From an optimization exercise on the open Yosys and OpenROAD flow, aimed at small area, a short achievable clock period and few clock cycles per item; shortcuts taken in it are not production practice. No functional check of the RTL was part of any run shown here.

==> flow/design.v (outline; a module is shown in full before it is edited, if it fits) <==
// module Divider_Modulo: 31 lines
// module div_stage0: 458 lines
// module div_stage1: 639 lines
// module div_stage2: 458 lines
module Divider_Modulo (clk, reset, mode, valid_in, divisor, dividend, result, valid_out);
  // ...
==> flow/flow/run.sh <==
#!/bin/bash
# Own layout flow: the standard synthesis unchanged, then the standard
# layout with these changes:
#  - ports are buffered with buf_4 cells instead of the slow delay buffers the
#    default port buffering picks;
#  - repair may resize a cell to any cell of the same function;
set -euo pipefail
bash standard.sh synth > synth.log 2>&1
bash standard.sh "BUFFER_PORTS_ARGS=-buffer_cell sky130_fd_sc_hd__buf_4" \
  SETUP_SLACK_MARGIN=14 TNS_END_PERCENT=0 SKIP_INCREMENTAL_REPAIR=1 finish > layout.log 2>&1
==> flow/standard.sh <==
#!/bin/bash
# synth_recipe.tcl (not shown) runs the flow's synth.tcl, then flattens the netlist and writes it again
# the make line also repeats each setting of config.mk as NAME=value (left out here)
make -C /OpenROAD-flow-scripts/flow DESIGN_CONFIG=/design/flow/config.mk WORK_HOME=/design/flow/orfs CLKGATE_MAP_FILE= SYNTH_SCRIPT=/design/flow/synth_recipe.tcl "${@:-finish}"
==> flow/config.mk <==
export PLATFORM = sky130hd
export DESIGN_NAME = Divider_Modulo
export DESIGN_NICKNAME = Divider_Modulo
export VERILOG_FILES = /design/flow/design.v
export SDC_FILE = /design/flow/constraint.sdc
export NUM_CORES = 4
export LEC_CHECK = 0
export ABC_AREA = 1
export CAP_MARGIN = 20
export CORE_MARGIN = 2
export CORE_UTILIZATION = 40
export SLEW_MARGIN = 20
export SYNTH_HIERARCHICAL = 1
==> flow/constraint.sdc <==
create_clock -name core_clock -period 25.0 [get_ports {clk}]
set_input_delay 5.0000 -clock core_clock [delete_from_list [all_inputs] [get_ports {clk}]]
set_output_delay 5.0000 -clock core_clock [all_outputs]
set_load 0.01 [all_outputs]
==> run_results.csv, run 1 <==
group,metric,value,unit
status,run_status,"no timing/DRC/antenna violations",
grt,use_met3,0.01927,
grt,grt_start_max_net_pins,35,
route,m1WireLength,20890,um
route,dr_wl_met2,24680,um
final_layout,seqAreaFraction,0.09852,
clock_network,post-cts-setup-buffer-count,79,
final_layout,drive_above_1_share,0.1371,
die,start_util,0.4069,
final_layout,stdcell_area,20680,sq um
grt,grt_use_total,0.2080,
yosys,postSynthCellCount,3661,
final_layout,final_common_cell,"nand2_1",
yosys,synth_fa_ha_area_frac,0,
grt,grt_pass1_vias,20190,
route,postRouteAntennaNets,0,
yosys,yosys.area_share.xor_xnor,0.05152,
yosys,yosysUniqueCellTypes,42,
final_layout,final_cell_mix,"1481 x nand2_1, 700 x nand3_1, 460 x inv_1",
grt,use_met1,0.2263,
timing,setup_viol,0,
timing,setup-tns-final,0,ns
route,route.met3.wl,974,um
critical_path,crit_buf_inv,9,
final_layout,antenna_cells,0,
final_layout,largest_cell_class,"multi-input gates",
final_layout,nNonClkBuffers,148,
final_layout,nClkBuffers,10,
timing,min_period_over_period,0.4620,
critical_path,worst_setup_path_start_kind,"flop",
min_path,hp-start,"shA[5]",
critical_path,worstPathMaxFanout,8,
timing,fin_skew,0.01700,ns
yosys,synth_top_area_share,0.3130,
timing,fin_crit,11.55,ns
yosys,ys_ff_latch,98,
critical_path,critPathArrivalTime,6.55,ns
clock_network,cts_root_buf,"clkbuf_16",
==> module div_stage0, before the edit <==
module div_stage0 (dividend, d, r_out, sh_out);
input wire [31:0] dividend;
input wire [14:0] d;
output wire [14:0] r_out;
output wire [16:0] sh_out;
wire [15:0] a_0a = dividend[31:16];
wire [0:0] q_0a;
wire [14:0] r_0a;
wire s0a_1_g0 = a_0a[0] | ~d[0];
wire s0a_1_g1 = a_0a[1] & ~d[1];
wire s0a_1_p1 = a_0a[1] | ~d[1];
wire s0a_1_g2 = a_0a[2] & ~d[2];
wire s0a_1_p2 = a_0a[2] | ~d[2];
wire s0a_1_g3 = a_0a[3] & ~d[3];
wire s0a_1_p3 = a_0a[3] | ~d[3];
wire s0a_1_g4 = a_0a[4] & ~d[4];
wire s0a_1_p4 = a_0a[4] | ~d[4];
wire s0a_1_g5 = a_0a[5] & ~d[5];
wire s0a_1_p5 = a_0a[5] | ~d[5];
wire s0a_1_g6 = a_0a[6] & ~d[6];
wire s0a_1_p6 = a_0a[6] | ~d[6];
wire s0a_1_g7 = a_0a[7] & ~d[7];
wire s0a_1_p7 = a_0a[7] | ~d[7];
wire s0a_1_g8 = a_0a[8] & ~d[8];
wire s0a_1_p8 = a_0a[8] | ~d[8];
wire s0a_1_g9 = a_0a[9] & ~d[9];
wire s0a_1_p9 = a_0a[9] | ~d[9];
wire s0a_1_g10 = a_0a[10] & ~d[10];
wire s0a_1_p10 = a_0a[10] | ~d[10];
wire s0a_1_g11 = a_0a[11] & ~d[11];
wire s0a_1_p11 = a_0a[11] | ~d[11];
wire s0a_1_g12 = a_0a[12] & ~d[12];
wire s0a_1_p12 = a_0a[12] | ~d[12];
wire s0a_1_g13 = a_0a[13] & ~d[13];
wire s0a_1_p13 = a_0a[13] | ~d[13];
wire s0a_1_g14 = a_0a[14] & ~d[14];
wire s0a_1_p14 = a_0a[14] | ~d[14];
wire s0a_1_g15 = a_0a[15] & ~1'b0;
wire s0a_1_p15 = a_0a[15] | ~1'b0;
wire s0a_1_G0_1 = s0a_1_g1 | (s0a_1_p1 & s0a_1_g0);
wire s0a_1_G0_3 = s0a_1_g3 | (s0a_1_p3 & s0a_1_g2);
wire s0a_1_P0_3 = s0a_1_p3 & s0a_1_p2;
wire s0a_1_G0_5 = s0a_1_g5 | (s0a_1_p5 & s0a_1_g4);
wire s0a_1_P0_5 = s0a_1_p5 & s0a_1_p4;
wire s0a_1_G0_7 = s0a_1_g7 | (s0a_1_p7 & s0a_1_g6);
wire s0a_1_P0_7 = s0a_1_p7 & s0a_1_p6;
wire s0a_1_G0_9 = s0a_1_g9 | (s0a_1_p9 & s0a_1_g8);
wire s0a_1_P0_9 = s0a_1_p9 & s0a_1_p8;
wire s0a_1_G0_11 = s0a_1_g11 | (s0a_1_p11 & s0a_1_g10);
wire s0a_1_P0_11 = s0a_1_p11 & s0a_1_p10;
wire s0a_1_G0_13 = s0a_1_g13 | (s0a_1_p13 & s0a_1_g12);
wire s0a_1_P0_13 = s0a_1_p13 & s0a_1_p12;
wire s0a_1_G0_15 = s0a_1_g15 | (s0a_1_p15 & s0a_1_g14);
wire s0a_1_P0_15 = s0a_1_p15 & s0a_1_p14;
wire s0a_1_G1_3 = s0a_1_G0_3 | (s0a_1_P0_3 & s0a_1_G0_1);
wire s0a_1_G1_7 = s0a_1_G0_7 | (s0a_1_P0_7 & s0a_1_G0_5);
wire s0a_1_P1_7 = s0a_1_P0_7 & s0a_1_P0_5;
wire s0a_1_G1_11 = s0a_1_G0_11 | (s0a_1_P0_11 & s0a_1_G0_9);
wire s0a_1_P1_11 = s0a_1_P0_11 & s0a_1_P0_9;
wire s0a_1_G1_15 = s0a_1_G0_15 | (s0a_1_P0_15 & s0a_1_G0_13);
wire s0a_1_P1_15 = s0a_1_P0_15 & s0a_1_P0_13;
wire s0a_1_G2_7 = s0a_1_G1_7 | (s0a_1_P1_7 & s0a_1_G1_3);
wire s0a_1_G2_15 = s0a_1_G1_15 | (s0a_1_P1_15 & s0a_1_G1_11);
wire s0a_1_P2_15 = s0a_1_P1_15 & s0a_1_P1_11;
wire s0a_1_G3_15 = s0a_1_G2_15 | (s0a_1_P2_15 & s0a_1_G2_7);
wire s0a_1_G4_11 = s0a_1_G1_11 | (s0a_1_P1_11 & s0a_1_G2_7);
wire s0a_1_G5_5 = s0a_1_G0_5 | (s0a_1_P0_5 & s0a_1_G1_3);
wire s0a_1_G5_9 = s0a_1_G0_9 | (s0a_1_P0_9 & s0a_1_G2_7);
wire s0a_1_G5_13 = s0a_1_G0_13 | (s0a_1_P0_13 & s0a_1_G4_11);
wire s0a_1_G6_2 = s0a_1_g2 | (s0a_1_p2 & s0a_1_G0_1);
wire s0a_1_G6_4 = s0a_1_g4 | (s0a_1_p4 & s0a_1_G1_3);
wire s0a_1_G6_6 = s0a_1_g6 | (s0a_1_p6 & s0a_1_G5_5);
wire s0a_1_G6_8 = s0a_1_g8 | (s0a_1_p8 & s0a_1_G2_7);
wire s0a_1_G6_10 = s0a_1_g10 | (s0a_1_p10 & s0a_1_G5_9);
wire s0a_1_G6_12 = s0a_1_g12 | (s0a_1_p12 & s0a_1_G4_11);
wire s0a_1_G6_14 = s0a_1_g14 | (s0a_1_p14 & s0a_1_G5_13);
wire ge0a_1 = s0a_1_G3_15;
wire h0a_1 = ge0a_1;
assign q_0a[0] = h0a_1;
assign r_0a[0] = a_0a[0] ^ ((h0a_1 & ~(d[0] ^ 1'b1)));
assign r_0a[1] = a_0a[1] ^ ((h0a_1 & ~(d[1] ^ s0a_1_g0)));
assign r_0a[2] = a_0a[2] ^ ((h0a_1 & ~(d[2] ^ s0a_1_G0_1)));
assign r_0a[3] = a_0a[3] ^ ((h0a_1 & ~(d[3] ^ s0a_1_G6_2)));
assign r_0a[4] = a_0a[4] ^ ((h0a_1 & ~(d[4] ^ s0a_1_G1_3)));
assign r_0a[5] = a_0a[5] ^ ((h0a_1 & ~(d[5] ^ s0a_1_G6_4)));
assign r_0a[6] = a_0a[6] ^ ((h0a_1 & ~(d[6] ^ s0a_1_G5_5)));
assign r_0a[7] = a_0a[7] ^ ((h0a_1 & ~(d[7] ^ s0a_1_G6_6)));
assign r_0a[8] = a_0a[8] ^ ((h0a_1 & ~(d[8] ^ s0a_1_G2_7)));
assign r_0a[9] = a_0a[9] ^ ((h0a_1 & ~(d[9] ^ s0a_1_G6_8)));
assign r_0a[10] = a_0a[10] ^ ((h0a_1 & ~(d[10] ^ s0a_1_G5_9)));
assign r_0a[11] = a_0a[11] ^ ((h0a_1 & ~(d[11] ^ s0a_1_G6_10)));
assign r_0a[12] = a_0a[12] ^ ((h0a_1 & ~(d[12] ^ s0a_1_G4_11)));
assign r_0a[13] = a_0a[13] ^ ((h0a_1 & ~(d[13] ^ s0a_1_G6_12)));
assign r_0a[14] = a_0a[14] ^ ((h0a_1 & ~(d[14] ^ s0a_1_G5_13)));
wire [16:0] sh_0a = {dividend[15:0], q_0a};
wire [15:0] a_0b = {r_0a, sh_0a[16:16]};
wire [0:0] q_0b;
wire [14:0] r_0b;
wire s0b_1_g0 = a_0b[0] | ~d[0];
wire s0b_1_g1 = a_0b[1] & ~d[1];
wire s0b_1_p1 = a_0b[1] | ~d[1];
wire s0b_1_g2 = a_0b[2] & ~d[2];
wire s0b_1_p2 = a_0b[2] | ~d[2];
wire s0b_1_g3 = a_0b[3] & ~d[3];
wire s0b_1_p3 = a_0b[3] | ~d[3];
wire s0b_1_g4 = a_0b[4] & ~d[4];
wire s0b_1_p4 = a_0b[4] | ~d[4];
wire s0b_1_g5 = a_0b[5] & ~d[5];
wire s0b_1_p5 = a_0b[5] | ~d[5];
wire s0b_1_g6 = a_0b[6] & ~d[6];
wire s0b_1_p6 = a_0b[6] | ~d[6];
wire s0b_1_g7 = a_0b[7] & ~d[7];
wire s0b_1_p7 = a_0b[7] | ~d[7];
wire s0b_1_g8 = a_0b[8] & ~d[8];
wire s0b_1_p8 = a_0b[8] | ~d[8];
wire s0b_1_g9 = a_0b[9] & ~d[9];
wire s0b_1_p9 = a_0b[9] | ~d[9];
wire s0b_1_g10 = a_0b[10] & ~d[10];
wire s0b_1_p10 = a_0b[10] | ~d[10];
wire s0b_1_g11 = a_0b[11] & ~d[11];
wire s0b_1_p11 = a_0b[11] | ~d[11];
wire s0b_1_g12 = a_0b[12] & ~d[12];
wire s0b_1_p12 = a_0b[12] | ~d[12];
wire s0b_1_g13 = a_0b[13] & ~d[13];
wire s0b_1_p13 = a_0b[13] | ~d[13];
wire s0b_1_g14 = a_0b[14] & ~d[14];
wire s0b_1_p14 = a_0b[14] | ~d[14];
wire s0b_1_g15 = a_0b[15] & ~1'b0;
wire s0b_1_p15 = a_0b[15] | ~1'b0;
wire s0b_1_G0_1 = s0b_1_g1 | (s0b_1_p1 & s0b_1_g0);
wire s0b_1_G0_3 = s0b_1_g3 | (s0b_1_p3 & s0b_1_g2);
wire s0b_1_P0_3 = s0b_1_p3 & s0b_1_p2;
wire s0b_1_G0_5 = s0b_1_g5 | (s0b_1_p5 & s0b_1_g4);
wire s0b_1_P0_5 = s0b_1_p5 & s0b_1_p4;
wire s0b_1_G0_7 = s0b_1_g7 | (s0b_1_p7 & s0b_1_g6);
wire s0b_1_P0_7 = s0b_1_p7 & s0b_1_p6;
wire s0b_1_G0_9 = s0b_1_g9 | (s0b_1_p9 & s0b_1_g8);
wire s0b_1_P0_9 = s0b_1_p9 & s0b_1_p8;
wire s0b_1_G0_11 = s0b_1_g11 | (s0b_1_p11 & s0b_1_g10);
wire s0b_1_P0_11 = s0b_1_p11 & s0b_1_p10;
wire s0b_1_G0_13 = s0b_1_g13 | (s0b_1_p13 & s0b_1_g12);
wire s0b_1_P0_13 = s0b_1_p13 & s0b_1_p12;
wire s0b_1_G0_15 = s0b_1_g15 | (s0b_1_p15 & s0b_1_g14);
wire s0b_1_P0_15 = s0b_1_p15 & s0b_1_p14;
wire s0b_1_G1_3 = s0b_1_G0_3 | (s0b_1_P0_3 & s0b_1_G0_1);
wire s0b_1_G1_7 = s0b_1_G0_7 | (s0b_1_P0_7 & s0b_1_G0_5);
wire s0b_1_P1_7 = s0b_1_P0_7 & s0b_1_P0_5;
wire s0b_1_G1_11 = s0b_1_G0_11 | (s0b_1_P0_11 & s0b_1_G0_9);
wire s0b_1_P1_11 = s0b_1_P0_11 & s0b_1_P0_9;
wire s0b_1_G1_15 = s0b_1_G0_15 | (s0b_1_P0_15 & s0b_1_G0_13);
wire s0b_1_P1_15 = s0b_1_P0_15 & s0b_1_P0_13;
wire s0b_1_G2_7 = s0b_1_G1_7 | (s0b_1_P1_7 & s0b_1_G1_3);
wire s0b_1_G2_15 = s0b_1_G1_15 | (s0b_1_P1_15 & s0b_1_G1_11);
wire s0b_1_P2_15 = s0b_1_P1_15 & s0b_1_P1_11;
wire s0b_1_G3_15 = s0b_1_G2_15 | (s0b_1_P2_15 & s0b_1_G2_7);
wire s0b_1_G4_11 = s0b_1_G1_11 | (s0b_1_P1_11 & s0b_1_G2_7);
wire s0b_1_G5_5 = s0b_1_G0_5 | (s0b_1_P0_5 & s0b_1_G1_3);
wire s0b_1_G5_9 = s0b_1_G0_9 | (s0b_1_P0_9 & s0b_1_G2_7);
wire s0b_1_G5_13 = s0b_1_G0_13 | (s0b_1_P0_13 & s0b_1_G4_11);
wire s0b_1_G6_2 = s0b_1_g2 | (s0b_1_p2 & s0b_1_G0_1);
wire s0b_1_G6_4 = s0b_1_g4 | (s0b_1_p4 & s0b_1_G1_3);
wire s0b_1_G6_6 = s0b_1_g6 | (s0b_1_p6 & s0b_1_G5_5);
wire s0b_1_G6_8 = s0b_1_g8 | (s0b_1_p8 & s0b_1_G2_7);
wire s0b_1_G6_10 = s0b_1_g10 | (s0b_1_p10 & s0b_1_G5_9);
wire s0b_1_G6_12 = s0b_1_g12 | (s0b_1_p12 & s0b_1_G4_11);
wire s0b_1_G6_14 = s0b_1_g14 | (s0b_1_p14 & s0b_1_G5_13);
wire ge0b_1 = s0b_1_G3_15;
wire h0b_1 = ge0b_1;
assign q_0b[0] = h0b_1;
assign r_0b[0] = a_0b[0] ^ ((h0b_1 & ~(d[0] ^ 1'b1)));
assign r_0b[1] = a_0b[1] ^ ((h0b_1 & ~(d[1] ^ s0b_1_g0)));
assign r_0b[2] = a_0b[2] ^ ((h0b_1 & ~(d[2] ^ s0b_1_G0_1)));
assign r_0b[3] = a_0b[3] ^ ((h0b_1 & ~(d[3] ^ s0b_1_G6_2)));
assign r_0b[4] = a_0b[4] ^ ((h0b_1 & ~(d[4] ^ s0b_1_G1_3)));
assign r_0b[5] = a_0b[5] ^ ((h0b_1 & ~(d[5] ^ s0b_1_G6_4)));
assign r_0b[6] = a_0b[6] ^ ((h0b_1 & ~(d[6] ^ s0b_1_G5_5)));
assign r_0b[7] = a_0b[7] ^ ((h0b_1 & ~(d[7] ^ s0b_1_G6_6)));
assign r_0b[8] = a_0b[8] ^ ((h0b_1 & ~(d[8] ^ s0b_1_G2_7)));
assign r_0b[9] = a_0b[9] ^ ((h0b_1 & ~(d[9] ^ s0b_1_G6_8)));
assign r_0b[10] = a_0b[10] ^ ((h0b_1 & ~(d[10] ^ s0b_1_G5_9)));
assign r_0b[11] = a_0b[11] ^ ((h0b_1 & ~(d[11] ^ s0b_1_G6_10)));
assign r_0b[12] = a_0b[12] ^ ((h0b_1 & ~(d[12] ^ s0b_1_G4_11)));
assign r_0b[13] = a_0b[13] ^ ((h0b_1 & ~(d[13] ^ s0b_1_G6_12)));
assign r_0b[14] = a_0b[14] ^ ((h0b_1 & ~(d[14] ^ s0b_1_G5_13)));
wire [16:0] sh_0b = {sh_0a[15:0], q_0b};
wire [15:0] a_0c = {r_0b, sh_0b[16:16]};
wire [0:0] q_0c;
wire [14:0] r_0c;
wire s0c_1_g0 = a_0c[0] | ~d[0];
wire s0c_1_g1 = a_0c[1] & ~d[1];
wire s0c_1_p1 = a_0c[1] | ~d[1];
wire s0c_1_g2 = a_0c[2] & ~d[2];
wire s0c_1_p2 = a_0c[2] | ~d[2];
wire s0c_1_g3 = a_0c[3] & ~d[3];
wire s0c_1_p3 = a_0c[3] | ~d[3];
wire s0c_1_g4 = a_0c[4] & ~d[4];
wire s0c_1_p4 = a_0c[4] | ~d[4];
wire s0c_1_g5 = a_0c[5] & ~d[5];
wire s0c_1_p5 = a_0c[5] | ~d[5];
wire s0c_1_g6 = a_0c[6] & ~d[6];
wire s0c_1_p6 = a_0c[6] | ~d[6];
wire s0c_1_g7 = a_0c[7] & ~d[7];
wire s0c_1_p7 = a_0c[7] | ~d[7];
wire s0c_1_g8 = a_0c[8] & ~d[8];
wire s0c_1_p8 = a_0c[8] | ~d[8];
wire s0c_1_g9 = a_0c[9] & ~d[9];
wire s0c_1_p9 = a_0c[9] | ~d[9];
wire s0c_1_g10 = a_0c[10] & ~d[10];
wire s0c_1_p10 = a_0c[10] | ~d[10];
wire s0c_1_g11 = a_0c[11] & ~d[11];
wire s0c_1_p11 = a_0c[11] | ~d[11];
wire s0c_1_g12 = a_0c[12] & ~d[12];
wire s0c_1_p12 = a_0c[12] | ~d[12];
wire s0c_1_g13 = a_0c[13] & ~d[13];
wire s0c_1_p13 = a_0c[13] | ~d[13];
wire s0c_1_g14 = a_0c[14] & ~d[14];
wire s0c_1_p14 = a_0c[14] | ~d[14];
wire s0c_1_g15 = a_0c[15] & ~1'b0;
wire s0c_1_p15 = a_0c[15] | ~1'b0;
wire s0c_1_G0_1 = s0c_1_g1 | (s0c_1_p1 & s0c_1_g0);
wire s0c_1_G0_3 = s0c_1_g3 | (s0c_1_p3 & s0c_1_g2);
wire s0c_1_P0_3 = s0c_1_p3 & s0c_1_p2;
wire s0c_1_G0_5 = s0c_1_g5 | (s0c_1_p5 & s0c_1_g4);
wire s0c_1_P0_5 = s0c_1_p5 & s0c_1_p4;
wire s0c_1_G0_7 = s0c_1_g7 | (s0c_1_p7 & s0c_1_g6);
wire s0c_1_P0_7 = s0c_1_p7 & s0c_1_p6;
wire s0c_1_G0_9 = s0c_1_g9 | (s0c_1_p9 & s0c_1_g8);
wire s0c_1_P0_9 = s0c_1_p9 & s0c_1_p8;
wire s0c_1_G0_11 = s0c_1_g11 | (s0c_1_p11 & s0c_1_g10);
wire s0c_1_P0_11 = s0c_1_p11 & s0c_1_p10;
wire s0c_1_G0_13 = s0c_1_g13 | (s0c_1_p13 & s0c_1_g12);
wire s0c_1_P0_13 = s0c_1_p13 & s0c_1_p12;
wire s0c_1_G0_15 = s0c_1_g15 | (s0c_1_p15 & s0c_1_g14);
wire s0c_1_P0_15 = s0c_1_p15 & s0c_1_p14;
wire s0c_1_G1_3 = s0c_1_G0_3 | (s0c_1_P0_3 & s0c_1_G0_1);
wire s0c_1_G1_7 = s0c_1_G0_7 | (s0c_1_P0_7 & s0c_1_G0_5);
wire s0c_1_P1_7 = s0c_1_P0_7 & s0c_1_P0_5;
wire s0c_1_G1_11 = s0c_1_G0_11 | (s0c_1_P0_11 & s0c_1_G0_9);
wire s0c_1_P1_11 = s0c_1_P0_11 & s0c_1_P0_9;
wire s0c_1_G1_15 = s0c_1_G0_15 | (s0c_1_P0_15 & s0c_1_G0_13);
wire s0c_1_P1_15 = s0c_1_P0_15 & s0c_1_P0_13;
wire s0c_1_G2_7 = s0c_1_G1_7 | (s0c_1_P1_7 & s0c_1_G1_3);
wire s0c_1_G2_15 = s0c_1_G1_15 | (s0c_1_P1_15 & s0c_1_G1_11);
wire s0c_1_P2_15 = s0c_1_P1_15 & s0c_1_P1_11;
wire s0c_1_G3_15 = s0c_1_G2_15 | (s0c_1_P2_15 & s0c_1_G2_7);
wire s0c_1_G4_11 = s0c_1_G1_11 | (s0c_1_P1_11 & s0c_1_G2_7);
wire s0c_1_G5_5 = s0c_1_G0_5 | (s0c_1_P0_5 & s0c_1_G1_3);
wire s0c_1_G5_9 = s0c_1_G0_9 | (s0c_1_P0_9 & s0c_1_G2_7);
wire s0c_1_G5_13 = s0c_1_G0_13 | (s0c_1_P0_13 & s0c_1_G4_11);
wire s0c_1_G6_2 = s0c_1_g2 | (s0c_1_p2 & s0c_1_G0_1);
wire s0c_1_G6_4 = s0c_1_g4 | (s0c_1_p4 & s0c_1_G1_3);
wire s0c_1_G6_6 = s0c_1_g6 | (s0c_1_p6 & s0c_1_G5_5);
wire s0c_1_G6_8 = s0c_1_g8 | (s0c_1_p8 & s0c_1_G2_7);
wire s0c_1_G6_10 = s0c_1_g10 | (s0c_1_p10 & s0c_1_G5_9);
wire s0c_1_G6_12 = s0c_1_g12 | (s0c_1_p12 & s0c_1_G4_11);
wire s0c_1_G6_14 = s0c_1_g14 | (s0c_1_p14 & s0c_1_G5_13);
wire ge0c_1 = s0c_1_G3_15;
wire h0c_1 = ge0c_1;
assign q_0c[0] = h0c_1;
assign r_0c[0] = a_0c[0] ^ ((h0c_1 & ~(d[0] ^ 1'b1)));
assign r_0c[1] = a_0c[1] ^ ((h0c_1 & ~(d[1] ^ s0c_1_g0)));
assign r_0c[2] = a_0c[2] ^ ((h0c_1 & ~(d[2] ^ s0c_1_G0_1)));
assign r_0c[3] = a_0c[3] ^ ((h0c_1 & ~(d[3] ^ s0c_1_G6_2)));
assign r_0c[4] = a_0c[4] ^ ((h0c_1 & ~(d[4] ^ s0c_1_G1_3)));
assign r_0c[5] = a_0c[5] ^ ((h0c_1 & ~(d[5] ^ s0c_1_G6_4)));
assign r_0c[6] = a_0c[6] ^ ((h0c_1 & ~(d[6] ^ s0c_1_G5_5)));
assign r_0c[7] = a_0c[7] ^ ((h0c_1 & ~(d[7] ^ s0c_1_G6_6)));
assign r_0c[8] = a_0c[8] ^ ((h0c_1 & ~(d[8] ^ s0c_1_G2_7)));
assign r_0c[9] = a_0c[9] ^ ((h0c_1 & ~(d[9] ^ s0c_1_G6_8)));
assign r_0c[10] = a_0c[10] ^ ((h0c_1 & ~(d[10] ^ s0c_1_G5_9)));
assign r_0c[11] = a_0c[11] ^ ((h0c_1 & ~(d[11] ^ s0c_1_G6_10)));
assign r_0c[12] = a_0c[12] ^ ((h0c_1 & ~(d[12] ^ s0c_1_G4_11)));
assign r_0c[13] = a_0c[13] ^ ((h0c_1 & ~(d[13] ^ s0c_1_G6_12)));
assign r_0c[14] = a_0c[14] ^ ((h0c_1 & ~(d[14] ^ s0c_1_G5_13)));
wire [16:0] sh_0c = {sh_0b[15:0], q_0c};
wire [15:0] a_0d = {r_0c, sh_0c[16:16]};
wire [0:0] q_0d;
wire [14:0] r_0d;
wire s0d_1_g0 = a_0d[0] | ~d[0];
wire s0d_1_g1 = a_0d[1] & ~d[1];
wire s0d_1_p1 = a_0d[1] | ~d[1];
wire s0d_1_g2 = a_0d[2] & ~d[2];
wire s0d_1_p2 = a_0d[2] | ~d[2];
wire s0d_1_g3 = a_0d[3] & ~d[3];
wire s0d_1_p3 = a_0d[3] | ~d[3];
wire s0d_1_g4 = a_0d[4] & ~d[4];
wire s0d_1_p4 = a_0d[4] | ~d[4];
wire s0d_1_g5 = a_0d[5] & ~d[5];
wire s0d_1_p5 = a_0d[5] | ~d[5];
wire s0d_1_g6 = a_0d[6] & ~d[6];
wire s0d_1_p6 = a_0d[6] | ~d[6];
wire s0d_1_g7 = a_0d[7] & ~d[7];
wire s0d_1_p7 = a_0d[7] | ~d[7];
wire s0d_1_g8 = a_0d[8] & ~d[8];
wire s0d_1_p8 = a_0d[8] | ~d[8];
wire s0d_1_g9 = a_0d[9] & ~d[9];
wire s0d_1_p9 = a_0d[9] | ~d[9];
wire s0d_1_g10 = a_0d[10] & ~d[10];
wire s0d_1_p10 = a_0d[10] | ~d[10];
wire s0d_1_g11 = a_0d[11] & ~d[11];
wire s0d_1_p11 = a_0d[11] | ~d[11];
wire s0d_1_g12 = a_0d[12] & ~d[12];
wire s0d_1_p12 = a_0d[12] | ~d[12];
wire s0d_1_g13 = a_0d[13] & ~d[13];
wire s0d_1_p13 = a_0d[13] | ~d[13];
wire s0d_1_g14 = a_0d[14] & ~d[14];
wire s0d_1_p14 = a_0d[14] | ~d[14];
wire s0d_1_g15 = a_0d[15] & ~1'b0;
wire s0d_1_p15 = a_0d[15] | ~1'b0;
wire s0d_1_G0_1 = s0d_1_g1 | (s0d_1_p1 & s0d_1_g0);
wire s0d_1_G0_3 = s0d_1_g3 | (s0d_1_p3 & s0d_1_g2);
wire s0d_1_P0_3 = s0d_1_p3 & s0d_1_p2;
wire s0d_1_G0_5 = s0d_1_g5 | (s0d_1_p5 & s0d_1_g4);
wire s0d_1_P0_5 = s0d_1_p5 & s0d_1_p4;
wire s0d_1_G0_7 = s0d_1_g7 | (s0d_1_p7 & s0d_1_g6);
wire s0d_1_P0_7 = s0d_1_p7 & s0d_1_p6;
wire s0d_1_G0_9 = s0d_1_g9 | (s0d_1_p9 & s0d_1_g8);
wire s0d_1_P0_9 = s0d_1_p9 & s0d_1_p8;
wire s0d_1_G0_11 = s0d_1_g11 | (s0d_1_p11 & s0d_1_g10);
wire s0d_1_P0_11 = s0d_1_p11 & s0d_1_p10;
wire s0d_1_G0_13 = s0d_1_g13 | (s0d_1_p13 & s0d_1_g12);
wire s0d_1_P0_13 = s0d_1_p13 & s0d_1_p12;
wire s0d_1_G0_15 = s0d_1_g15 | (s0d_1_p15 & s0d_1_g14);
wire s0d_1_P0_15 = s0d_1_p15 & s0d_1_p14;
wire s0d_1_G1_3 = s0d_1_G0_3 | (s0d_1_P0_3 & s0d_1_G0_1);
wire s0d_1_G1_7 = s0d_1_G0_7 | (s0d_1_P0_7 & s0d_1_G0_5);
wire s0d_1_P1_7 = s0d_1_P0_7 & s0d_1_P0_5;
wire s0d_1_G1_11 = s0d_1_G0_11 | (s0d_1_P0_11 & s0d_1_G0_9);
wire s0d_1_P1_11 = s0d_1_P0_11 & s0d_1_P0_9;
wire s0d_1_G1_15 = s0d_1_G0_15 | (s0d_1_P0_15 & s0d_1_G0_13);
wire s0d_1_P1_15 = s0d_1_P0_15 & s0d_1_P0_13;
wire s0d_1_G2_7 = s0d_1_G1_7 | (s0d_1_P1_7 & s0d_1_G1_3);
wire s0d_1_G2_15 = s0d_1_G1_15 | (s0d_1_P1_15 & s0d_1_G1_11);
wire s0d_1_P2_15 = s0d_1_P1_15 & s0d_1_P1_11;
wire s0d_1_G3_15 = s0d_1_G2_15 | (s0d_1_P2_15 & s0d_1_G2_7);
wire s0d_1_G4_11 = s0d_1_G1_11 | (s0d_1_P1_11 & s0d_1_G2_7);
wire s0d_1_G5_5 = s0d_1_G0_5 | (s0d_1_P0_5 & s0d_1_G1_3);
wire s0d_1_G5_9 = s0d_1_G0_9 | (s0d_1_P0_9 & s0d_1_G2_7);
wire s0d_1_G5_13 = s0d_1_G0_13 | (s0d_1_P0_13 & s0d_1_G4_11);
wire s0d_1_G6_2 = s0d_1_g2 | (s0d_1_p2 & s0d_1_G0_1);
wire s0d_1_G6_4 = s0d_1_g4 | (s0d_1_p4 & s0d_1_G1_3);
wire s0d_1_G6_6 = s0d_1_g6 | (s0d_1_p6 & s0d_1_G5_5);
wire s0d_1_G6_8 = s0d_1_g8 | (s0d_1_p8 & s0d_1_G2_7);
wire s0d_1_G6_10 = s0d_1_g10 | (s0d_1_p10 & s0d_1_G5_9);
wire s0d_1_G6_12 = s0d_1_g12 | (s0d_1_p12 & s0d_1_G4_11);
wire s0d_1_G6_14 = s0d_1_g14 | (s0d_1_p14 & s0d_1_G5_13);
wire ge0d_1 = s0d_1_G3_15;
wire h0d_1 = ge0d_1;
assign q_0d[0] = h0d_1;
assign r_0d[0] = a_0d[0] ^ ((h0d_1 & ~(d[0] ^ 1'b1)));
assign r_0d[1] = a_0d[1] ^ ((h0d_1 & ~(d[1] ^ s0d_1_g0)));
assign r_0d[2] = a_0d[2] ^ ((h0d_1 & ~(d[2] ^ s0d_1_G0_1)));
assign r_0d[3] = a_0d[3] ^ ((h0d_1 & ~(d[3] ^ s0d_1_G6_2)));
assign r_0d[4] = a_0d[4] ^ ((h0d_1 & ~(d[4] ^ s0d_1_G1_3)));
assign r_0d[5] = a_0d[5] ^ ((h0d_1 & ~(d[5] ^ s0d_1_G6_4)));
assign r_0d[6] = a_0d[6] ^ ((h0d_1 & ~(d[6] ^ s0d_1_G5_5)));
assign r_0d[7] = a_0d[7] ^ ((h0d_1 & ~(d[7] ^ s0d_1_G6_6)));
assign r_0d[8] = a_0d[8] ^ ((h0d_1 & ~(d[8] ^ s0d_1_G2_7)));
assign r_0d[9] = a_0d[9] ^ ((h0d_1 & ~(d[9] ^ s0d_1_G6_8)));
assign r_0d[10] = a_0d[10] ^ ((h0d_1 & ~(d[10] ^ s0d_1_G5_9)));
assign r_0d[11] = a_0d[11] ^ ((h0d_1 & ~(d[11] ^ s0d_1_G6_10)));
assign r_0d[12] = a_0d[12] ^ ((h0d_1 & ~(d[12] ^ s0d_1_G4_11)));
assign r_0d[13] = a_0d[13] ^ ((h0d_1 & ~(d[13] ^ s0d_1_G6_12)));
assign r_0d[14] = a_0d[14] ^ ((h0d_1 & ~(d[14] ^ s0d_1_G5_13)));
wire [16:0] sh_0d = {sh_0c[15:0], q_0d};
wire [15:0] a_0e = {r_0d, sh_0d[16:16]};
wire [0:0] q_0e;
wire [14:0] r_0e;
wire s0e_1_g0 = a_0e[0] | ~d[0];
wire s0e_1_g1 = a_0e[1] & ~d[1];
wire s0e_1_p1 = a_0e[1] | ~d[1];
wire s0e_1_g2 = a_0e[2] & ~d[2];
wire s0e_1_p2 = a_0e[2] | ~d[2];
wire s0e_1_g3 = a_0e[3] & ~d[3];
wire s0e_1_p3 = a_0e[3] | ~d[3];
wire s0e_1_g4 = a_0e[4] & ~d[4];
wire s0e_1_p4 = a_0e[4] | ~d[4];
wire s0e_1_g5 = a_0e[5] & ~d[5];
wire s0e_1_p5 = a_0e[5] | ~d[5];
wire s0e_1_g6 = a_0e[6] & ~d[6];
wire s0e_1_p6 = a_0e[6] | ~d[6];
wire s0e_1_g7 = a_0e[7] & ~d[7];
wire s0e_1_p7 = a_0e[7] | ~d[7];
wire s0e_1_g8 = a_0e[8] & ~d[8];
wire s0e_1_p8 = a_0e[8] | ~d[8];
wire s0e_1_g9 = a_0e[9] & ~d[9];
wire s0e_1_p9 = a_0e[9] | ~d[9];
wire s0e_1_g10 = a_0e[10] & ~d[10];
wire s0e_1_p10 = a_0e[10] | ~d[10];
wire s0e_1_g11 = a_0e[11] & ~d[11];
wire s0e_1_p11 = a_0e[11] | ~d[11];
wire s0e_1_g12 = a_0e[12] & ~d[12];
wire s0e_1_p12 = a_0e[12] | ~d[12];
wire s0e_1_g13 = a_0e[13] & ~d[13];
wire s0e_1_p13 = a_0e[13] | ~d[13];
wire s0e_1_g14 = a_0e[14] & ~d[14];
wire s0e_1_p14 = a_0e[14] | ~d[14];
wire s0e_1_g15 = a_0e[15] & ~1'b0;
wire s0e_1_p15 = a_0e[15] | ~1'b0;
wire s0e_1_G0_1 = s0e_1_g1 | (s0e_1_p1 & s0e_1_g0);
wire s0e_1_G0_3 = s0e_1_g3 | (s0e_1_p3 & s0e_1_g2);
wire s0e_1_P0_3 = s0e_1_p3 & s0e_1_p2;
wire s0e_1_G0_5 = s0e_1_g5 | (s0e_1_p5 & s0e_1_g4);
wire s0e_1_P0_5 = s0e_1_p5 & s0e_1_p4;
wire s0e_1_G0_7 = s0e_1_g7 | (s0e_1_p7 & s0e_1_g6);
wire s0e_1_P0_7 = s0e_1_p7 & s0e_1_p6;
wire s0e_1_G0_9 = s0e_1_g9 | (s0e_1_p9 & s0e_1_g8);
wire s0e_1_P0_9 = s0e_1_p9 & s0e_1_p8;
wire s0e_1_G0_11 = s0e_1_g11 | (s0e_1_p11 & s0e_1_g10);
wire s0e_1_P0_11 = s0e_1_p11 & s0e_1_p10;
wire s0e_1_G0_13 = s0e_1_g13 | (s0e_1_p13 & s0e_1_g12);
wire s0e_1_P0_13 = s0e_1_p13 & s0e_1_p12;
wire s0e_1_G0_15 = s0e_1_g15 | (s0e_1_p15 & s0e_1_g14);
wire s0e_1_P0_15 = s0e_1_p15 & s0e_1_p14;
wire s0e_1_G1_3 = s0e_1_G0_3 | (s0e_1_P0_3 & s0e_1_G0_1);
wire s0e_1_G1_7 = s0e_1_G0_7 | (s0e_1_P0_7 & s0e_1_G0_5);
wire s0e_1_P1_7 = s0e_1_P0_7 & s0e_1_P0_5;
wire s0e_1_G1_11 = s0e_1_G0_11 | (s0e_1_P0_11 & s0e_1_G0_9);
wire s0e_1_P1_11 = s0e_1_P0_11 & s0e_1_P0_9;
wire s0e_1_G1_15 = s0e_1_G0_15 | (s0e_1_P0_15 & s0e_1_G0_13);
wire s0e_1_P1_15 = s0e_1_P0_15 & s0e_1_P0_13;
wire s0e_1_G2_7 = s0e_1_G1_7 | (s0e_1_P1_7 & s0e_1_G1_3);
wire s0e_1_G2_15 = s0e_1_G1_15 | (s0e_1_P1_15 & s0e_1_G1_11);
wire s0e_1_P2_15 = s0e_1_P1_15 & s0e_1_P1_11;
wire s0e_1_G3_15 = s0e_1_G2_15 | (s0e_1_P2_15 & s0e_1_G2_7);
wire s0e_1_G4_11 = s0e_1_G1_11 | (s0e_1_P1_11 & s0e_1_G2_7);
wire s0e_1_G5_5 = s0e_1_G0_5 | (s0e_1_P0_5 & s0e_1_G1_3);
wire s0e_1_G5_9 = s0e_1_G0_9 | (s0e_1_P0_9 & s0e_1_G2_7);
wire s0e_1_G5_13 = s0e_1_G0_13 | (s0e_1_P0_13 & s0e_1_G4_11);
wire s0e_1_G6_2 = s0e_1_g2 | (s0e_1_p2 & s0e_1_G0_1);
wire s0e_1_G6_4 = s0e_1_g4 | (s0e_1_p4 & s0e_1_G1_3);
wire s0e_1_G6_6 = s0e_1_g6 | (s0e_1_p6 & s0e_1_G5_5);
wire s0e_1_G6_8 = s0e_1_g8 | (s0e_1_p8 & s0e_1_G2_7);
wire s0e_1_G6_10 = s0e_1_g10 | (s0e_1_p10 & s0e_1_G5_9);
wire s0e_1_G6_12 = s0e_1_g12 | (s0e_1_p12 & s0e_1_G4_11);
wire s0e_1_G6_14 = s0e_1_g14 | (s0e_1_p14 & s0e_1_G5_13);
wire ge0e_1 = s0e_1_G3_15;
wire h0e_1 = ge0e_1;
assign q_0e[0] = h0e_1;
assign r_0e[0] = a_0e[0] ^ ((h0e_1 & ~(d[0] ^ 1'b1)));
assign r_0e[1] = a_0e[1] ^ ((h0e_1 & ~(d[1] ^ s0e_1_g0)));
assign r_0e[2] = a_0e[2] ^ ((h0e_1 & ~(d[2] ^ s0e_1_G0_1)));
assign r_0e[3] = a_0e[3] ^ ((h0e_1 & ~(d[3] ^ s0e_1_G6_2)));
assign r_0e[4] = a_0e[4] ^ ((h0e_1 & ~(d[4] ^ s0e_1_G1_3)));
assign r_0e[5] = a_0e[5] ^ ((h0e_1 & ~(d[5] ^ s0e_1_G6_4)));
assign r_0e[6] = a_0e[6] ^ ((h0e_1 & ~(d[6] ^ s0e_1_G5_5)));
assign r_0e[7] = a_0e[7] ^ ((h0e_1 & ~(d[7] ^ s0e_1_G6_6)));
assign r_0e[8] = a_0e[8] ^ ((h0e_1 & ~(d[8] ^ s0e_1_G2_7)));
assign r_0e[9] = a_0e[9] ^ ((h0e_1 & ~(d[9] ^ s0e_1_G6_8)));
assign r_0e[10] = a_0e[10] ^ ((h0e_1 & ~(d[10] ^ s0e_1_G5_9)));
assign r_0e[11] = a_0e[11] ^ ((h0e_1 & ~(d[11] ^ s0e_1_G6_10)));
assign r_0e[12] = a_0e[12] ^ ((h0e_1 & ~(d[12] ^ s0e_1_G4_11)));
assign r_0e[13] = a_0e[13] ^ ((h0e_1 & ~(d[13] ^ s0e_1_G6_12)));
assign r_0e[14] = a_0e[14] ^ ((h0e_1 & ~(d[14] ^ s0e_1_G5_13)));
wire [16:0] sh_0e = {sh_0d[15:0], q_0e};
assign r_out = r_0e;
assign sh_out = sh_0e[16:0];
endmodule
==> inputs of run 2 (changes only) <==
--- a/flow/design.v
+++ b/flow/design.v
@@ -389,108 +389,18 @@
 assign r_0d[8] = a_0d[8] ^ ((h0d_1 & ~(d[8] ^ s0d_1_G2_7)));
 assign r_0d[9] = a_0d[9] ^ ((h0d_1 & ~(d[9] ^ s0d_1_G6_8)));
 assign r_0d[10] = a_0d[10] ^ ((h0d_1 & ~(d[10] ^ s0d_1_G5_9)));
 assign r_0d[11] = a_0d[11] ^ ((h0d_1 & ~(d[11] ^ s0d_1_G6_10)));
 assign r_0d[12] = a_0d[12] ^ ((h0d_1 & ~(d[12] ^ s0d_1_G4_11)));
 assign r_0d[13] = a_0d[13] ^ ((h0d_1 & ~(d[13] ^ s0d_1_G6_12)));
 assign r_0d[14] = a_0d[14] ^ ((h0d_1 & ~(d[14] ^ s0d_1_G5_13)));
 wire [16:0] sh_0d = {sh_0c[15:0], q_0d};
-wire [15:0] a_0e = {r_0d, sh_0d[16:16]};
-wire [0:0] q_0e;
-wire [14:0] r_0e;
-wire s0e_1_g0 = a_0e[0] | ~d[0];
-wire s0e_1_g1 = a_0e[1] & ~d[1];
-wire s0e_1_p1 = a_0e[1] | ~d[1];
-wire s0e_1_g2 = a_0e[2] & ~d[2];
-wire s0e_1_p2 = a_0e[2] | ~d[2];
-wire s0e_1_g3 = a_0e[3] & ~d[3];
-wire s0e_1_p3 = a_0e[3] | ~d[3];
-wire s0e_1_g4 = a_0e[4] & ~d[4];
-wire s0e_1_p4 = a_0e[4] | ~d[4];
-wire s0e_1_g5 = a_0e[5] & ~d[5];
-wire s0e_1_p5 = a_0e[5] | ~d[5];
-wire s0e_1_g6 = a_0e[6] & ~d[6];
-wire s0e_1_p6 = a_0e[6] | ~d[6];
-wire s0e_1_g7 = a_0e[7] & ~d[7];
-wire s0e_1_p7 = a_0e[7] | ~d[7];
-wire s0e_1_g8 = a_0e[8] & ~d[8];
-wire s0e_1_p8 = a_0e[8] | ~d[8];
-wire s0e_1_g9 = a_0e[9] & ~d[9];
-wire s0e_1_p9 = a_0e[9] | ~d[9];
-wire s0e_1_g10 = a_0e[10] & ~d[10];
-wire s0e_1_p10 = a_0e[10] | ~d[10];
-wire s0e_1_g11 = a_0e[11] & ~d[11];
-wire s0e_1_p11 = a_0e[11] | ~d[11];
-wire s0e_1_g12 = a_0e[12] & ~d[12];
-wire s0e_1_p12 = a_0e[12] | ~d[12];
-wire s0e_1_g13 = a_0e[13] & ~d[13];
-wire s0e_1_p13 = a_0e[13] | ~d[13];
-wire s0e_1_g14 = a_0e[14] & ~d[14];
-wire s0e_1_p14 = a_0e[14] | ~d[14];
-wire s0e_1_g15 = a_0e[15] & ~1'b0;
-wire s0e_1_p15 = a_0e[15] | ~1'b0;
-wire s0e_1_G0_1 = s0e_1_g1 | (s0e_1_p1 & s0e_1_g0);
-wire s0e_1_G0_3 = s0e_1_g3 | (s0e_1_p3 & s0e_1_g2);
-wire s0e_1_P0_3 = s0e_1_p3 & s0e_1_p2;
-wire s0e_1_G0_5 = s0e_1_g5 | (s0e_1_p5 & s0e_1_g4);
-wire s0e_1_P0_5 = s0e_1_p5 & s0e_1_p4;
-wire s0e_1_G0_7 = s0e_1_g7 | (s0e_1_p7 & s0e_1_g6);
-wire s0e_1_P0_7 = s0e_1_p7 & s0e_1_p6;
-wire s0e_1_G0_9 = s0e_1_g9 | (s0e_1_p9 & s0e_1_g8);
-wire s0e_1_P0_9 = s0e_1_p9 & s0e_1_p8;
-wire s0e_1_G0_11 = s0e_1_g11 | (s0e_1_p11 & s0e_1_g10);
-wire s0e_1_P0_11 = s0e_1_p11 & s0e_1_p10;
-wire s0e_1_G0_13 = s0e_1_g13 | (s0e_1_p13 & s0e_1_g12);
-wire s0e_1_P0_13 = s0e_1_p13 & s0e_1_p12;
-wire s0e_1_G0_15 = s0e_1_g15 | (s0e_1_p15 & s0e_1_g14);
-wire s0e_1_P0_15 = s0e_1_p15 & s0e_1_p14;
-wire s0e_1_G1_3 = s0e_1_G0_3 | (s0e_1_P0_3 & s0e_1_G0_1);
-wire s0e_1_G1_7 = s0e_1_G0_7 | (s0e_1_P0_7 & s0e_1_G0_5);
-wire s0e_1_P1_7 = s0e_1_P0_7 & s0e_1_P0_5;
-wire s0e_1_G1_11 = s0e_1_G0_11 | (s0e_1_P0_11 & s0e_1_G0_9);
-wire s0e_1_P1_11 = s0e_1_P0_11 & s0e_1_P0_9;
-wire s0e_1_G1_15 = s0e_1_G0_15 | (s0e_1_P0_15 & s0e_1_G0_13);
-wire s0e_1_P1_15 = s0e_1_P0_15 & s0e_1_P0_13;
-wire s0e_1_G2_7 = s0e_1_G1_7 | (s0e_1_P1_7 & s0e_1_G1_3);
-wire s0e_1_G2_15 = s0e_1_G1_15 | (s0e_1_P1_15 & s0e_1_G1_11);
-wire s0e_1_P2_15 = s0e_1_P1_15 & s0e_1_P1_11;
-wire s0e_1_G3_15 = s0e_1_G2_15 | (s0e_1_P2_15 & s0e_1_G2_7);
-wire s0e_1_G4_11 = s0e_1_G1_11 | (s0e_1_P1_11 & s0e_1_G2_7);
-wire s0e_1_G5_5 = s0e_1_G0_5 | (s0e_1_P0_5 & s0e_1_G1_3);
-wire s0e_1_G5_9 = s0e_1_G0_9 | (s0e_1_P0_9 & s0e_1_G2_7);
-wire s0e_1_G5_13 = s0e_1_G0_13 | (s0e_1_P0_13 & s0e_1_G4_11);
-wire s0e_1_G6_2 = s0e_1_g2 | (s0e_1_p2 & s0e_1_G0_1);
-wire s0e_1_G6_4 = s0e_1_g4 | (s0e_1_p4 & s0e_1_G1_3);
-wire s0e_1_G6_6 = s0e_1_g6 | (s0e_1_p6 & s0e_1_G5_5);
-wire s0e_1_G6_8 = s0e_1_g8 | (s0e_1_p8 & s0e_1_G2_7);
-wire s0e_1_G6_10 = s0e_1_g10 | (s0e_1_p10 & s0e_1_G5_9);
-wire s0e_1_G6_12 = s0e_1_g12 | (s0e_1_p12 & s0e_1_G4_11);
-wire s0e_1_G6_14 = s0e_1_g14 | (s0e_1_p14 & s0e_1_G5_13);
-wire ge0e_1 = s0e_1_G3_15;
-wire h0e_1 = ge0e_1;
-assign q_0e[0] = h0e_1;
-assign r_0e[0] = a_0e[0] ^ ((h0e_1 & ~(d[0] ^ 1'b1)));
-assign r_0e[1] = a_0e[1] ^ ((h0e_1 & ~(d[1] ^ s0e_1_g0)));
-assign r_0e[2] = a_0e[2] ^ ((h0e_1 & ~(d[2] ^ s0e_1_G0_1)));
-assign r_0e[3] = a_0e[3] ^ ((h0e_1 & ~(d[3] ^ s0e_1_G6_2)));
-assign r_0e[4] = a_0e[4] ^ ((h0e_1 & ~(d[4] ^ s0e_1_G1_3)));
-assign r_0e[5] = a_0e[5] ^ ((h0e_1 & ~(d[5] ^ s0e_1_G6_4)));
-assign r_0e[6] = a_0e[6] ^ ((h0e_1 & ~(d[6] ^ s0e_1_G5_5)));
-assign r_0e[7] = a_0e[7] ^ ((h0e_1 & ~(d[7] ^ s0e_1_G6_6)));
-assign r_0e[8] = a_0e[8] ^ ((h0e_1 & ~(d[8] ^ s0e_1_G2_7)));
-assign r_0e[9] = a_0e[9] ^ ((h0e_1 & ~(d[9] ^ s0e_1_G6_8)));
-assign r_0e[10] = a_0e[10] ^ ((h0e_1 & ~(d[10] ^ s0e_1_G5_9)));
-assign r_0e[11] = a_0e[11] ^ ((h0e_1 & ~(d[11] ^ s0e_1_G6_10)));
-assign r_0e[12] = a_0e[12] ^ ((h0e_1 & ~(d[12] ^ s0e_1_G4_11)));
-assign r_0e[13] = a_0e[13] ^ ((h0e_1 & ~(d[13] ^ s0e_1_G6_12)));
-assign r_0e[14] = a_0e[14] ^ ((h0e_1 & ~(d[14] ^ s0e_1_G5_13)));
-wire [16:0] sh_0e = {sh_0d[15:0], q_0e};
-assign r_out = r_0e;
-assign sh_out = sh_0e[16:0];
+assign r_out = r_0d;
+assign sh_out = sh_0d[16:0];
 endmodule
 module div_stage1 (r_in, sh_in, d, r_out, sh_out);
 input wire [14:0] r_in;
 input wire [16:0] sh_in;
 input wire [14:0] d;
 output wire [14:0] r_out;
 output wire [16:0] sh_out;
 wire [15:0] a_1a = {r_in, sh_in[16:16]};
@@ -1118,18 +1028,108 @@
 assign r_1g[8] = a_1g[8] ^ ((h1g_1 & ~(d[8] ^ s1g_1_G2_7)));
 assign r_1g[9] = a_1g[9] ^ ((h1g_1 & ~(d[9] ^ s1g_1_G6_8)));
 assign r_1g[10] = a_1g[10] ^ ((h1g_1 & ~(d[10] ^ s1g_1_G5_9)));
 assign r_1g[11] = a_1g[11] ^ ((h1g_1 & ~(d[11] ^ s1g_1_G6_10)));
 assign r_1g[12] = a_1g[12] ^ ((h1g_1 & ~(d[12] ^ s1g_1_G4_11)));
 assign r_1g[13] = a_1g[13] ^ ((h1g_1 & ~(d[13] ^ s1g_1_G6_12)));
 assign r_1g[14] = a_1g[14] ^ ((h1g_1 & ~(d[14] ^ s1g_1_G5_13)));
 wire [16:0] sh_1g = {sh_1f[15:0], q_1g};
-assign r_out = r_1g;
-assign sh_out = sh_1g[16:0];
+wire [15:0] a_1h = {r_1g, sh_1g[16:16]};
+wire [0:0] q_1h;
+wire [14:0] r_1h;
+wire s1h_1_g0 = a_1h[0] | ~d[0];
+wire s1h_1_g1 = a_1h[1] & ~d[1];
+wire s1h_1_p1 = a_1h[1] | ~d[1];
+wire s1h_1_g2 = a_1h[2] & ~d[2];
+wire s1h_1_p2 = a_1h[2] | ~d[2];
+wire s1h_1_g3 = a_1h[3] & ~d[3];
+wire s1h_1_p3 = a_1h[3] | ~d[3];
+wire s1h_1_g4 = a_1h[4] & ~d[4];
+wire s1h_1_p4 = a_1h[4] | ~d[4];
+wire s1h_1_g5 = a_1h[5] & ~d[5];
+wire s1h_1_p5 = a_1h[5] | ~d[5];
+wire s1h_1_g6 = a_1h[6] & ~d[6];
+wire s1h_1_p6 = a_1h[6] | ~d[6];
+wire s1h_1_g7 = a_1h[7] & ~d[7];
+wire s1h_1_p7 = a_1h[7] | ~d[7];
+wire s1h_1_g8 = a_1h[8] & ~d[8];
+wire s1h_1_p8 = a_1h[8] | ~d[8];
+wire s1h_1_g9 = a_1h[9] & ~d[9];
+wire s1h_1_p9 = a_1h[9] | ~d[9];
+wire s1h_1_g10 = a_1h[10] & ~d[10];
+wire s1h_1_p10 = a_1h[10] | ~d[10];
+wire s1h_1_g11 = a_1h[11] & ~d[11];
+wire s1h_1_p11 = a_1h[11] | ~d[11];
+wire s1h_1_g12 = a_1h[12] & ~d[12];
+wire s1h_1_p12 = a_1h[12] | ~d[12];
+wire s1h_1_g13 = a_1h[13] & ~d[13];
+wire s1h_1_p13 = a_1h[13] | ~d[13];
+wire s1h_1_g14 = a_1h[14] & ~d[14];
+wire s1h_1_p14 = a_1h[14] | ~d[14];
+wire s1h_1_g15 = a_1h[15] & ~1'b0;
+wire s1h_1_p15 = a_1h[15] | ~1'b0;
+wire s1h_1_G0_1 = s1h_1_g1 | (s1h_1_p1 & s1h_1_g0);
+wire s1h_1_G0_3 = s1h_1_g3 | (s1h_1_p3 & s1h_1_g2);
+wire s1h_1_P0_3 = s1h_1_p3 & s1h_1_p2;
+wire s1h_1_G0_5 = s1h_1_g5 | (s1h_1_p5 & s1h_1_g4);
+wire s1h_1_P0_5 = s1h_1_p5 & s1h_1_p4;
+wire s1h_1_G0_7 = s1h_1_g7 | (s1h_1_p7 & s1h_1_g6);
+wire s1h_1_P0_7 = s1h_1_p7 & s1h_1_p6;
+wire s1h_1_G0_9 = s1h_1_g9 | (s1h_1_p9 & s1h_1_g8);
+wire s1h_1_P0_9 = s1h_1_p9 & s1h_1_p8;
+wire s1h_1_G0_11 = s1h_1_g11 | (s1h_1_p11 & s1h_1_g10);
+wire s1h_1_P0_11 = s1h_1_p11 & s1h_1_p10;
+wire s1h_1_G0_13 = s1h_1_g13 | (s1h_1_p13 & s1h_1_g12);
+wire s1h_1_P0_13 = s1h_1_p13 & s1h_1_p12;
+wire s1h_1_G0_15 = s1h_1_g15 | (s1h_1_p15 & s1h_1_g14);
+wire s1h_1_P0_15 = s1h_1_p15 & s1h_1_p14;
+wire s1h_1_G1_3 = s1h_1_G0_3 | (s1h_1_P0_3 & s1h_1_G0_1);
+wire s1h_1_G1_7 = s1h_1_G0_7 | (s1h_1_P0_7 & s1h_1_G0_5);
+wire s1h_1_P1_7 = s1h_1_P0_7 & s1h_1_P0_5;
+wire s1h_1_G1_11 = s1h_1_G0_11 | (s1h_1_P0_11 & s1h_1_G0_9);
+wire s1h_1_P1_11 = s1h_1_P0_11 & s1h_1_P0_9;
+wire s1h_1_G1_15 = s1h_1_G0_15 | (s1h_1_P0_15 & s1h_1_G0_13);
+wire s1h_1_P1_15 = s1h_1_P0_15 & s1h_1_P0_13;
+wire s1h_1_G2_7 = s1h_1_G1_7 | (s1h_1_P1_7 & s1h_1_G1_3);
+wire s1h_1_G2_15 = s1h_1_G1_15 | (s1h_1_P1_15 & s1h_1_G1_11);
+wire s1h_1_P2_15 = s1h_1_P1_15 & s1h_1_P1_11;
+wire s1h_1_G3_15 = s1h_1_G2_15 | (s1h_1_P2_15 & s1h_1_G2_7);
+wire s1h_1_G4_11 = s1h_1_G1_11 | (s1h_1_P1_11 & s1h_1_G2_7);
+wire s1h_1_G5_5 = s1h_1_G0_5 | (s1h_1_P0_5 & s1h_1_G1_3);
+wire s1h_1_G5_9 = s1h_1_G0_9 | (s1h_1_P0_9 & s1h_1_G2_7);
+wire s1h_1_G5_13 = s1h_1_G0_13 | (s1h_1_P0_13 & s1h_1_G4_11);
+wire s1h_1_G6_2 = s1h_1_g2 | (s1h_1_p2 & s1h_1_G0_1);
+wire s1h_1_G6_4 = s1h_1_g4 | (s1h_1_p4 & s1h_1_G1_3);
+wire s1h_1_G6_6 = s1h_1_g6 | (s1h_1_p6 & s1h_1_G5_5);
+wire s1h_1_G6_8 = s1h_1_g8 | (s1h_1_p8 & s1h_1_G2_7);
+wire s1h_1_G6_10 = s1h_1_g10 | (s1h_1_p10 & s1h_1_G5_9);
+wire s1h_1_G6_12 = s1h_1_g12 | (s1h_1_p12 & s1h_1_G4_11);
+wire s1h_1_G6_14 = s1h_1_g14 | (s1h_1_p14 & s1h_1_G5_13);
+wire ge1h_1 = s1h_1_G3_15;
+wire h1h_1 = ge1h_1;
+assign q_1h[0] = h1h_1;
+assign r_1h[0] = a_1h[0] ^ ((h1h_1 & ~(d[0] ^ 1'b1)));
+assign r_1h[1] = a_1h[1] ^ ((h1h_1 & ~(d[1] ^ s1h_1_g0)));
+assign r_1h[2] = a_1h[2] ^ ((h1h_1 & ~(d[2] ^ s1h_1_G0_1)));
+assign r_1h[3] = a_1h[3] ^ ((h1h_1 & ~(d[3] ^ s1h_1_G6_2)));
+assign r_1h[4] = a_1h[4] ^ ((h1h_1 & ~(d[4] ^ s1h_1_G1_3)));
+assign r_1h[5] = a_1h[5] ^ ((h1h_1 & ~(d[5] ^ s1h_1_G6_4)));
+assign r_1h[6] = a_1h[6] ^ ((h1h_1 & ~(d[6] ^ s1h_1_G5_5)));
+assign r_1h[7] = a_1h[7] ^ ((h1h_1 & ~(d[7] ^ s1h_1_G6_6)));
+assign r_1h[8] = a_1h[8] ^ ((h1h_1 & ~(d[8] ^ s1h_1_G2_7)));
+assign r_1h[9] = a_1h[9] ^ ((h1h_1 & ~(d[9] ^ s1h_1_G6_8)));
+assign r_1h[10] = a_1h[10] ^ ((h1h_1 & ~(d[10] ^ s1h_1_G5_9)));
+assign r_1h[11] = a_1h[11] ^ ((h1h_1 & ~(d[11] ^ s1h_1_G6_10)));
+assign r_1h[12] = a_1h[12] ^ ((h1h_1 & ~(d[12] ^ s1h_1_G4_11)));
+assign r_1h[13] = a_1h[13] ^ ((h1h_1 & ~(d[13] ^ s1h_1_G6_12)));
+assign r_1h[14] = a_1h[14] ^ ((h1h_1 & ~(d[14] ^ s1h_1_G5_13)));
+wire [16:0] sh_1h = {sh_1g[15:0], q_1h};
+assign r_out = r_1h;
+assign sh_out = sh_1h[16:0];
 endmodule
 module div_stage2 (r_in, sh_in, d, mode, result);
 input wire [14:0] r_in;
 input wire [16:0] sh_in;
 input wire [14:0] d;
 input wire mode;
 output wire [16:0] result;
 wire [15:0] a_2a = {r_in, sh_in[16:16]};
==> flow/flow/run.sh (replaced) <==
#!/bin/bash
# Own layout flow: the standard synthesis unchanged, then the standard
# layout with these changes:
#  - ports are buffered with buf_4 cells instead of the slow delay buffers the
#    default port buffering picks;
#  - timing repair works to a setup slack margin of 14 ns (worst endpoint
#    only), so that after clock tree synthesis it speeds up the critical paths
#    although every path already meets the 25 ns clock;
set -euo pipefail
bash standard.sh synth > synth.log 2>&1
bash standard.sh "BUFFER_PORTS_ARGS=-buffer_cell sky130_fd_sc_hd__buf_4" \
  SETUP_SLACK_MARGIN=14 TNS_END_PERCENT=0 SKIP_INCREMENTAL_REPAIR=1 finish > layout.log 2>&1
==> run_results.csv, run 2 <==
group,metric,value,unit
min_path,hp-start,"shA[2]",
critical_path,endpoint_kind,"output port",
yosys,synthSimpleGateAreaFrac,0.6454,
timing,finalHoldViolCount,0,
clock_network,ctsResizeCount,266,
clock_network,clk_pin_slew_worst_paths,0.08,ns
clock_network,cts_hold_buf,0,
yosys,synth_fa_ha_area_frac,0,
yosys,yosysUniqueCellTypes,43,
grt,grt_use_total,0.2104,
die,core,45580,sq um
status,run_status,"no timing/DRC/antenna violations",
clock_network,clockBufferDepth,2,
critical_path,worst_setup_path_start_kind,"flop",
timing,fin_crit,11.47,ns
route,wl,48490,um
grt,grt_pass1_vias,20210,
critical_path,critPathArrivalTime,6.47,ns
place,place_inst,4179,
timing,fin_skew,0.01371,ns
yosys,synth-main-ff-cell,"dfxtp_1",
route,viasPerCell,4.971,
critical_path,cp_common_cell,"nand2_1",
die,dieArea,48020,sq um
yosys,synthTopCellsByCount,"1568 x nand2_1, 722 x nand3_1, 428 x inv_1",
clock_network,clk_latency,0.39,ns
grt,grt_pass1_wl,86200,um
clock_network,cts_tree,"yes",
yosys,ys_ff_latch,98,
die,ios,85,
clock_network,cts_buffers,9,
yosys,async_flop_share,0.02041,
critical_path,r2r_slack,14.01,ns
clock_network,cts.sinks,98,
die,fp-row-count,78,
clock_network,post-cts-setup-buffer-count,118,
route,drt-pass1-iter-count,6,
place,io_buffers,68,
timing,drv_slew,0,
route,postRouteAntennaNets,0,
yosys,synth_top_family_by_area,"simple AND/OR/NAND/NOR gates",
yosys,syn_area,18510,sq um
grt,overflow,0,
final_layout,drive_above_1_share,0.1616,
final_layout,area_delta_synth_final,13.93,%
yosys,synth_edf_count,0,
place,place.gp.congestion,0.8688,
timing,worstMarginPinSlew,0.5673,ns
critical_path,critPathRequiredTime,20.00,ns
final_layout,final_common_cell,"nand2_1",
final_layout,final_cell_mix,"1501 x nand2_1, 675 x nand3_1, 423 x inv_1",
yosys,synth_top_area_cell,"nand2_1",
critical_path,path_class,"flop to output port",
clock_network,cts_root_buf,"clkbuf_16",
final_layout,top_regs,"shA: 17 flops, shB: 17 flops",
critical_path,regToRegStartpoint,"dA[1]",
route,drc,0,
yosys,ys_warn_count,7,
place,hpwlAfterDp,36050,um
yosys,yosys.area_share.xor_xnor,0.05482,
timing,slew_headroom,0.6213,
critical_path,worst_r2r_path_depth,85,
route,vias,21510,
timing,setup_viol,0,
route,drt_iter0_drc,833,
critical_path,worstPathMaxFanout,11,
job,cap_violations,0,
critical_path,slowest_delay,0.36,ns
route,wl_per_cell,11.21,um
yosys,synth.avg_cell_area,5.054,sq um
die,die_y,219.1,um
min_path,holdPathStages,0,
final_layout,antenna_cells,0,
timing,setup-tns-final,0,ns
min_path,hold_path.class,"flop to flop",
die,die_x,219.1,um
yosys,postSynthCellCount,3663,
final_layout,nNetsFinal,3774,
yosys,synth_area_leaders,"nand2_1 32%, nand3_1 20%, dfxtp_1 10%, inv_1 8.7%, xor2_1 4.5%",
critical_path,reg2reg_to,"rB[10]",
grt,antenna_found_initial,0,
yosys,synth_compound_area_frac,0.02650,
yosys,seq_area_frac_synth,0.1065,
die,start_util,0.4062,
timing,min_period_over_period,0.4589,
critical_path,crit_path_top_delay_cell,"dfxtp_4",
clock_network,htree_levels,3,
final_layout,final_cells,4326,
yosys,yosysMostFrequentCell,"nand2_1",
grt,grt_start_max_net_pins,36,
min_path,hold-path-endpoint,"shB[10]",
timing,fmax,87.16,MHz
yosys,synth_top_area_share,0.3179,
yosys,synthMuxAreaShare,0,
==> run 2: worst max path at each step <==
stage | startpoint | endpoint | slack (ns) | depth (start not counted)
after CTS | dB[14] | result[3] | 13.70 | 51
after detailed placement | dB[12] | result[5] | 12.36 | 48
after global placement | dB[5] | result[5] | 12.44 | 50
after global routing | dA[1] | rB[10] | 12.16 | 85
after floorplan | dB[4] | result[2] | 14.80 | 55
final | dB[7] | result[4] | 13.53 | 48
==> run 2: metrics by stage <==
stage	util	instance area (sq um)	hold WS [ns]	setup slack, ns
after global routing	0.4627	21090	0.3437	12.16
after CTS	0.4627	21090	0.3306	13.70
final	0.4627	21090	0.3276	13.53
after global placement	0.4098	18680	0.3098	12.44
after floorplan	-	18560	0.3096	14.80
after detailed placement	0.4098	18680	0.3136	12.36
==> run 2: cells by family (layout without fill, tap and decap cells) <==
group,count (synthesis),after routing
other,1,15
and+or+nand+nor,2692,2706
buffers and inverters,674,709
AOI/OAI and AO/OA,89,89
DFF,98,98
xor gates and xnor gates,109,109
==> run 2: area by class of cell <==
cell class                      instances  area, sq um
Clock inverter                          6        98.84
Timing Repair Buffer                  192         1539
Sequential cell                        98         2047
Clock buffer                            9        225.2
Multi-Input combinational cell       2919        14510
Tap cell                              600        750.7
Fill cell                            4948        24490
Inverter                              502         1917
==> run 2: routing by layer <==
layer,vias to the layer above,track usage,wire (um),part of all wire
met5,-,0,0,0
met4,0,0.09144,1587,0.033
met3,108,0.01428,956,0.020
met2,296,0.4131,25080,0.52
met1,9459,0.2293,20870,0.43
li1,11640,-,-,-
==> run 2: Yosys stat by module (local to each module, per instance) <==
module	copies in the design	cells inside	flip-flops and latches
Divider_Modulo	1	115	98
div_stage0	1	821	0
div_stage1	1	1665	0
div_stage2	1	1062	0
==> run 2: critical path, delay by kind of cell (launching register included) <==
kind	cells	cell delay, ns
AND/OR/NAND/NOR	36	3.82
buffers and inverters	8	1.12
AO/OA/AOI/OAI	4	0.78
flip-flops	1	0.36

[separate check: timing with driven ports]
Ports are ideal in the flow. The routed layouts listed here were re-timed in OpenROAD.
Step 1: set_driving_cell puts a clkbuf_16 on clk and a buf_2 on each other input, an assumption about the parent block.
Step 2, shift: input delay + t, output delay - t, t = (earliest + latest rising clock arrival at the registers) / 2. This alone moves slack from input paths to output paths.
a / b / c = no drivers / after step 1 / after step 2; a / b = the first two.
run | shift t [ns] | slack for setup (ns) | worst setup path after step 2 | cell pins on the clock port's net
run 1 | 0.447 | 13.451 / 13.396 / 13.395 | input to register | 1
run 2 | 0.435 | 13.526 / 13.476 / 13.911 | register to output | 1
After both steps setup and hold are still met in every run listed. For run 1, which loses most, drivers alone change the setup slack by -0.055 ns; drivers and shift together by -0.056 ns.
